This design comes from an exercise in tuning for small area and a short achievable clock period on the open sky130 flow, not from production work.
Power and IR drop assume default switching activity.

==> module arctos32_top, before the edit <==
module arctos32_top (
    input         clock,
    input         reset,
    output [26:0] imem_addr,
    output        imem_en,
    input  [31:0] imem_rdata,
    output [22:0] dmem_addr,
    output [31:0] dmem_wdata,
    output        dmem_we,
    output        dmem_re,
    input  [31:0] dmem_rdata
);
genvar j;
reg  [31:0] ir;         
reg  [31:0] a, b;       
reg  [26:0] pc;
reg         zf, cf;
wire [2:0] op     = ir[31:29];
wire       is_rr  = (op == 3'd0);
wire       is_imm = (op == 3'd1);
wire       is_li  = (op == 3'd2);
wire       is_mem = (op == 3'd3);
wire       is_br  = (op == 3'd4);
wire       stop   = ir[31] & (ir[30] | ir[29]);    
wire       is_alu = is_rr | is_imm;
wire [3:0] f      = ir[28:25];
always @(posedge clock or negedge reset)
    if (!reset)
        ir[31:24] <= 8'b010_00000;
    else
        ir[31:24] <= {imem_rdata[31:29] | {3{stop}}, imem_rdata[28:24]};
always @(posedge clock)
    ir[23:0] <= imem_rdata[23:0];
wire take = is_br & ((ir[28:27] == 2'd0) | ((ir[28:27] == 2'd1) &  zf) |
                     ((ir[28:27] == 2'd2) & ~zf) | ((ir[28:27] == 2'd3) & cf));
always @(posedge clock or negedge reset)
    if (!reset)
        pc <= 27'd0;
    else if (!stop)
        pc <= take ? ir[26:0] : pc + 27'd1;
wire [2:0] op_nxt = imem_rdata[31:29] | {3{stop}};
reg        en_q, we_q, re_q;
always @(posedge clock or negedge reset)
    if (!reset) begin
        en_q <= 1'b1;
        we_q <= 1'b0;
        re_q <= 1'b0;
    end else begin
        en_q <= ~(op_nxt[2] & (op_nxt[1] | op_nxt[0]));
        we_q <= (op_nxt == 3'd3) &  imem_rdata[28];
        re_q <= (op_nxt == 3'd3) & ~imem_rdata[28];
    end
assign imem_addr = pc;
assign imem_en   = en_q;
wire [31:0] wd, wd_f;    
wire        we = is_alu | is_li | (is_mem & ~ir[28]);
wire [4:0]  wa = is_li ? ir[28:24] : (is_mem ? ir[27:23] : ir[24:20]);
wire [31:0] nx     = imem_rdata;
wire [4:0]  ra_nxt = nx[30] ? nx[27:23] : nx[19:15];
wire [4:0]  rb_nxt = nx[14:10];
wire [31:0] qa_n, qb_n;
register_bank RB (.clock(clock), .reset(reset), .we(we), .wa(wa), .wd(wd),
                  .ra_sel(nx[30]), .ra0(nx[19:15]), .ra1(nx[27:23]), .rb(rb_nxt), .rb_off(nx[29]),
                  .qa_n(qa_n), .qb_n(qb_n));
wire        fwd_a = we & (wa == ra_nxt) & (|ra_nxt);
wire        fwd_b = we & ~nx[29] & (wa == rb_nxt) & (|rb_nxt);
wire [31:0] a_d, b_d;
wire [31:0] imm_n = ~({32{nx[29]}} & {{17{nx[14]}}, nx[14:0]});    
generate
    for (j = 0; j < 32; j = j + 1) begin : fw
        wire ta, tb;
        c_nand2 a0 (.Y(ta), .A(wd_f[j]), .B(fwd_a));
        c_nand2 a2 (.Y(a_d[j]), .A(ta), .B(qa_n[j]));
        c_nand2 b0 (.Y(tb), .A(wd_f[j]), .B(fwd_b));
        c_nand3 b2 (.Y(b_d[j]), .A(tb), .B(qb_n[j]), .C(imm_n[j]));
    end
endgenerate
always @(posedge clock) begin
    a <= a_d;
    b <= b_d;
end
wire        f_add = (f == 4'd0), f_sub = (f == 4'd1), f_mul = (f == 4'd2);
wire        f_inc = (f == 4'd10), f_dec = (f == 4'd11);
wire        f_shl = (f == 4'd12), f_shr = (f == 4'd13);
wire        use_b = f_add | f_sub;
wire        inv_b = f_sub | f_dec;
wire        cin   = f_sub | f_inc;
wire [31:0] bx    = ({32{use_b}} & b) ^ {32{inv_b}};
wire [31:0] sum;
wire        cout;
alu_add ADD (.a(a), .b(bx), .cin(cin), .sum(sum), .cout(cout));
function [31:0] rev32(input [31:0] x);
    integer i;
    for (i = 0; i < 32; i = i + 1)
        rev32[i] = x[31-i];
endfunction
wire        sh_small = ~|b[31:5];
wire [31:0] sh_in    = f[0] ? rev32(a) : a;      
wire [31:0] shl_raw;
alu_shl SHL (.x(sh_in), .s(b[4:0]), .y(shl_raw));
wire [31:0] shr_raw  = rev32(shl_raw);
reg  [3:0]  tt;
always @* begin
    case (f)
        4'd3:    tt = 4'b1000;    
        4'd4:    tt = 4'b1110;    
        4'd5:    tt = 4'b0011;    
        4'd6:    tt = 4'b0001;    
        4'd7:    tt = 4'b0111;    
        4'd8:    tt = 4'b0110;    
        4'd9:    tt = 4'b1001;    
        default: tt = 4'b0000;
    endcase
end
wire [31:0] lgc;
alu_logic LGC (.a(a), .b(b), .t(tt), .y(lgc));
wire        s_sum = f_add | f_sub | f_inc | f_dec;
wire        s_shl = f_shl & sh_small;
wire        s_shr = f_shr & sh_small;
wire [31:0] fast  = ({32{s_sum}} & sum) | lgc | ({32{s_shl}} & shl_raw) | ({32{s_shr}} & shr_raw);
wire [31:0] prod;
mul32lo MUL (.a(a), .b(b), .p(prod));
wire za = ~|a, zb = ~|b;
wire zfast = ~|fast;
wire zshl  = ~sh_small & (|b[31:6] | ~|shl_raw) | (sh_small & za);
wire z_new = f_mul ? (za | zb) :
             f_shl ? zshl :
             (zfast & ~(cout & (f_add | f_inc)));
wire c_new = (f_add & cout) | (f_sub & (cout | ir[29]));
always @(posedge clock or negedge reset)
    if (!reset) begin
        zf <= 1'b1;
        cf <= 1'b0;
    end else if (is_alu) begin
        zf <= z_new;
        cf <= c_new;
    end
wire        msel    = is_alu & f_mul;
wire [31:0] other_n = ~(msel ? 32'd0 : (is_alu ? fast : (is_li ? {{8{ir[23]}}, ir[23:0]} : dmem_rdata)));
generate
    for (j = 0; j < 32; j = j + 1) begin : w
        wire t;
        c_nand2 m0 (.Y(t), .A(prod[j]), .B(msel));
        c_nand2 m1 (.Y(wd[j]), .A(t), .B(other_n[j]));
        c_nand2 m2 (.Y(wd_f[j]), .A(t), .B(other_n[j]));
    end
endgenerate
assign dmem_addr  = ir[22:0];
assign dmem_wdata = a;
assign dmem_we    = we_q;     
assign dmem_re    = re_q;     
endmodule
==> module alu_add, before the edit <==
module alu_add (input [31:0] a, input [31:0] b, input cin, output [31:0] sum, output cout);
    assign {cout, sum} = a + b + cin;
endmodule
==> module alu_shl, before the edit <==
module alu_shl (input [31:0] x, input [4:0] s, output [31:0] y);
    assign y = x << s;
endmodule
==> module alu_logic, before the edit <==
module alu_logic (input [31:0] a, input [31:0] b, input [3:0] t, output [31:0] y);
    genvar j;
    generate
        for (j = 0; j < 32; j = j + 1) begin : g
            assign y[j] = t[{a[j], b[j]}];
        end
    endgenerate
endmodule
export LEC_CHECK = 0
export CAP_MARGIN = 20
export CORE_MARGIN = 2
export CORE_UTILIZATION = 50
export SLEW_MARGIN = 20
export SYNTH_HIERARCHICAL = 1
create_clock -name core_clock -period 25.0 [get_ports {clock}]
standard.sh (not shown) runs the stock make flow with config.mk's settings and CLKGATE_MAP_FILE= SYNTH_SCRIPT=/design/flow/synth_recipe.tcl, a recipe that flattens the netlist after the stock synthesis.
==> flow/flow/run.sh <==
#!/bin/bash
# Own flow: the standard layout (standard synthesis included, unchanged)
# with changes that only steer optimisation; the SDC is unchanged:
#  - repair_timing is asked for a setup margin (flow/margin.txt), so the
#    layout is optimised for a shorter period than the 25 ns constraint;
#  - the port buffers are buf_4 (buffer_ports would otherwise pick a slow
#    delay cell);
set -euo pipefail
MARGIN=$(cat flow/margin.txt)
bash standard.sh synth > standard_synth.log 2>&1
bash standard.sh SETUP_SLACK_MARGIN=$MARGIN POST_GLOBAL_ROUTE_TCL=$PWD/flow/post_grt.tcl \
    "BUFFER_PORTS_ARGS=-buffer_cell sky130_fd_sc_hd__buf_4" finish > standard_flow.log 2>&1
==> flow/flow/margin.txt <==
18.5
==> flow/flow/post_grt.tcl <==
# Sourced by ORFS's global_route.tcl (POST_GLOBAL_ROUTE_TCL) after its
# repair_timing: repair max slew and capacitance once more, with a wider
# margin, then legalise and re-route the changed nets incrementally.
puts "post_grt: repair_design after repair_timing"
estimate_parasitics -global_routing
repair_design -slew_margin 35 -cap_margin 35 -verbose
global_route -start_incremental
detailed_placement
global_route -end_incremental
estimate_parasitics -global_routing
report_check_types -max_slew -max_cap -violators
==> next run, changes <==
--- a/flow/design.v
+++ b/flow/design.v
@@ -1401,12 +1401,13 @@
     output        dmem_re,
     input  [31:0] dmem_rdata
 );
 genvar j;
 reg  [31:0] ir;         
 reg  [31:0] a, b;       
+reg  [31:0] wdata_n;    
 reg  [26:0] pc;
 reg         zf, cf;
 wire [2:0] op     = ir[31:29];
 wire       is_rr  = (op == 3'd0);
 wire       is_imm = (op == 3'd1);
 wire       is_li  = (op == 3'd2);
@@ -1464,54 +1465,51 @@
         c_nand2 a2 (.Y(a_d[j]), .A(ta), .B(qa_n[j]));
         c_nand2 b0 (.Y(tb), .A(wd_f[j]), .B(fwd_b));
         c_nand3 b2 (.Y(b_d[j]), .A(tb), .B(qb_n[j]), .C(imm_n[j]));
     end
 endgenerate
 always @(posedge clock) begin
-    a <= a_d;
-    b <= b_d;
+    a       <= a_d;
+    b       <= b_d;
+    wdata_n <= ~a_d;
 end
 wire        f_add = (f == 4'd0), f_sub = (f == 4'd1), f_mul = (f == 4'd2);
 wire        f_inc = (f == 4'd10), f_dec = (f == 4'd11);
 wire        f_shl = (f == 4'd12), f_shr = (f == 4'd13);
 wire        use_b = f_add | f_sub;
 wire        inv_b = f_sub | f_dec;
 wire        cin   = f_sub | f_inc;
 wire [31:0] bx    = ({32{use_b}} & b) ^ {32{inv_b}};
-wire [31:0] sum;
-wire        cout;
-alu_add ADD (.a(a), .b(bx), .cin(cin), .sum(sum), .cout(cout));
+wire [33:0] sum34 = {1'b0, a, 1'b1} + {1'b0, bx, cin};
+wire [31:0] sum   = sum34[32:1];
+wire        cout  = sum34[33];
+wire        sh_small = ~|b[31:5];
 function [31:0] rev32(input [31:0] x);
     integer i;
     for (i = 0; i < 32; i = i + 1)
         rev32[i] = x[31-i];
 endfunction
-wire        sh_small = ~|b[31:5];
 wire [31:0] sh_in    = f[0] ? rev32(a) : a;      
-wire [31:0] shl_raw;
-alu_shl SHL (.x(sh_in), .s(b[4:0]), .y(shl_raw));
+wire [31:0] shl_raw  = sh_in << b[4:0];
 wire [31:0] shr_raw  = rev32(shl_raw);
-reg  [3:0]  tt;
+reg  [31:0] fast;
 always @* begin
     case (f)
-        4'd3:    tt = 4'b1000;    
-        4'd4:    tt = 4'b1110;    
-        4'd5:    tt = 4'b0011;    
-        4'd6:    tt = 4'b0001;    
-        4'd7:    tt = 4'b0111;    
-        4'd8:    tt = 4'b0110;    
-        4'd9:    tt = 4'b1001;    
-        default: tt = 4'b0000;
+        4'd0, 4'd1, 4'd10, 4'd11: fast = sum;
+        4'd3:  fast = a & b;
+        4'd4:  fast = a | b;
+        4'd5:  fast = ~a;
+        4'd6:  fast = ~(a | b);
+        4'd7:  fast = ~(a & b);
+        4'd8:  fast = a ^ b;
+        4'd9:  fast = ~(a ^ b);
+        4'd12: fast = sh_small ? shl_raw : 32'd0;
+        4'd13: fast = sh_small ? shr_raw : 32'd0;
+        default: fast = 32'd0;
     endcase
 end
-wire [31:0] lgc;
-alu_logic LGC (.a(a), .b(b), .t(tt), .y(lgc));
-wire        s_sum = f_add | f_sub | f_inc | f_dec;
-wire        s_shl = f_shl & sh_small;
-wire        s_shr = f_shr & sh_small;
-wire [31:0] fast  = ({32{s_sum}} & sum) | lgc | ({32{s_shl}} & shl_raw) | ({32{s_shr}} & shr_raw);
 wire [31:0] prod;
 mul32lo MUL (.a(a), .b(b), .p(prod));
 wire za = ~|a, zb = ~|b;
 wire zfast = ~|fast;
 wire zshl  = ~sh_small & (|b[31:6] | ~|shl_raw) | (sh_small & za);
 wire z_new = f_mul ? (za | zb) :
@@ -1534,24 +1532,10 @@
         c_nand2 m0 (.Y(t), .A(prod[j]), .B(msel));
         c_nand2 m1 (.Y(wd[j]), .A(t), .B(other_n[j]));
         c_nand2 m2 (.Y(wd_f[j]), .A(t), .B(other_n[j]));
     end
 endgenerate
 assign dmem_addr  = ir[22:0];
-assign dmem_wdata = a;
+assign dmem_wdata = ~wdata_n;
 assign dmem_we    = we_q;     
 assign dmem_re    = re_q;     
 endmodule
-module alu_add (input [31:0] a, input [31:0] b, input cin, output [31:0] sum, output cout);
-    assign {cout, sum} = a + b + cin;
-endmodule
-module alu_shl (input [31:0] x, input [4:0] s, output [31:0] y);
-    assign y = x << s;
-endmodule
-module alu_logic (input [31:0] a, input [31:0] b, input [3:0] t, output [31:0] y);
-    genvar j;
-    generate
-        for (j = 0; j < 32; j = j + 1) begin : g
-            assign y[j] = t[{a[j], b[j]}];
-        end
-    endgenerate
-endmodule
After rerunning: Register-to-register slack gets worse by 0.09 ns; core utilization went down by 0.78 points; clock skew went down by 0.059 ns; setup slack gets worse by 0.12 ns; fmax went down slightly; clock-buffer cell count is unchanged; critical path depth went up by 1; die area went up by a few percent; cell area went up by a few percent; power went up by a few percent; via count went up by a few percent.
No run of this note included a check of the RTL's function; only the layout flow was run.

==> re-timing with driven ports <==
Ports are ideal in the flow. The routed layouts listed here were re-timed in OpenROAD. Step 1: set_driving_cell puts a clkbuf_16 on clock and a buf_2 on each other input, an assumption about the parent block. Step 2, shift: input delay + t, output delay - t, t = (earliest + latest rising clock arrival at the registers) / 2. This alone moves slack from input paths to output paths. Slacks: ideal ports / drivers / drivers and shift; pairs: ideal ports / drivers.
| run | t, ns | setup slack, ns | hold slack, ns | latest minus earliest clock arrival (ns) | cell pins on the clock port's net |
|---|---|---|---|---|---|
| the first run | 0.833 | 18.304 / 18.256 / 17.424 | 0.477 / 0.477 / 0.477 | 0.095 / 0.095 | 1 |
| the second run | 0.827 | 18.189 / 18.101 / 17.275 | 0.478 / 0.478 / 0.478 | 0.036 / 0.037 | 1 |
After both steps every run listed still meets setup and hold. The setup slack of the second run, which loses most, moves by -0.088 ns with the drivers and by -0.914 ns with both steps.
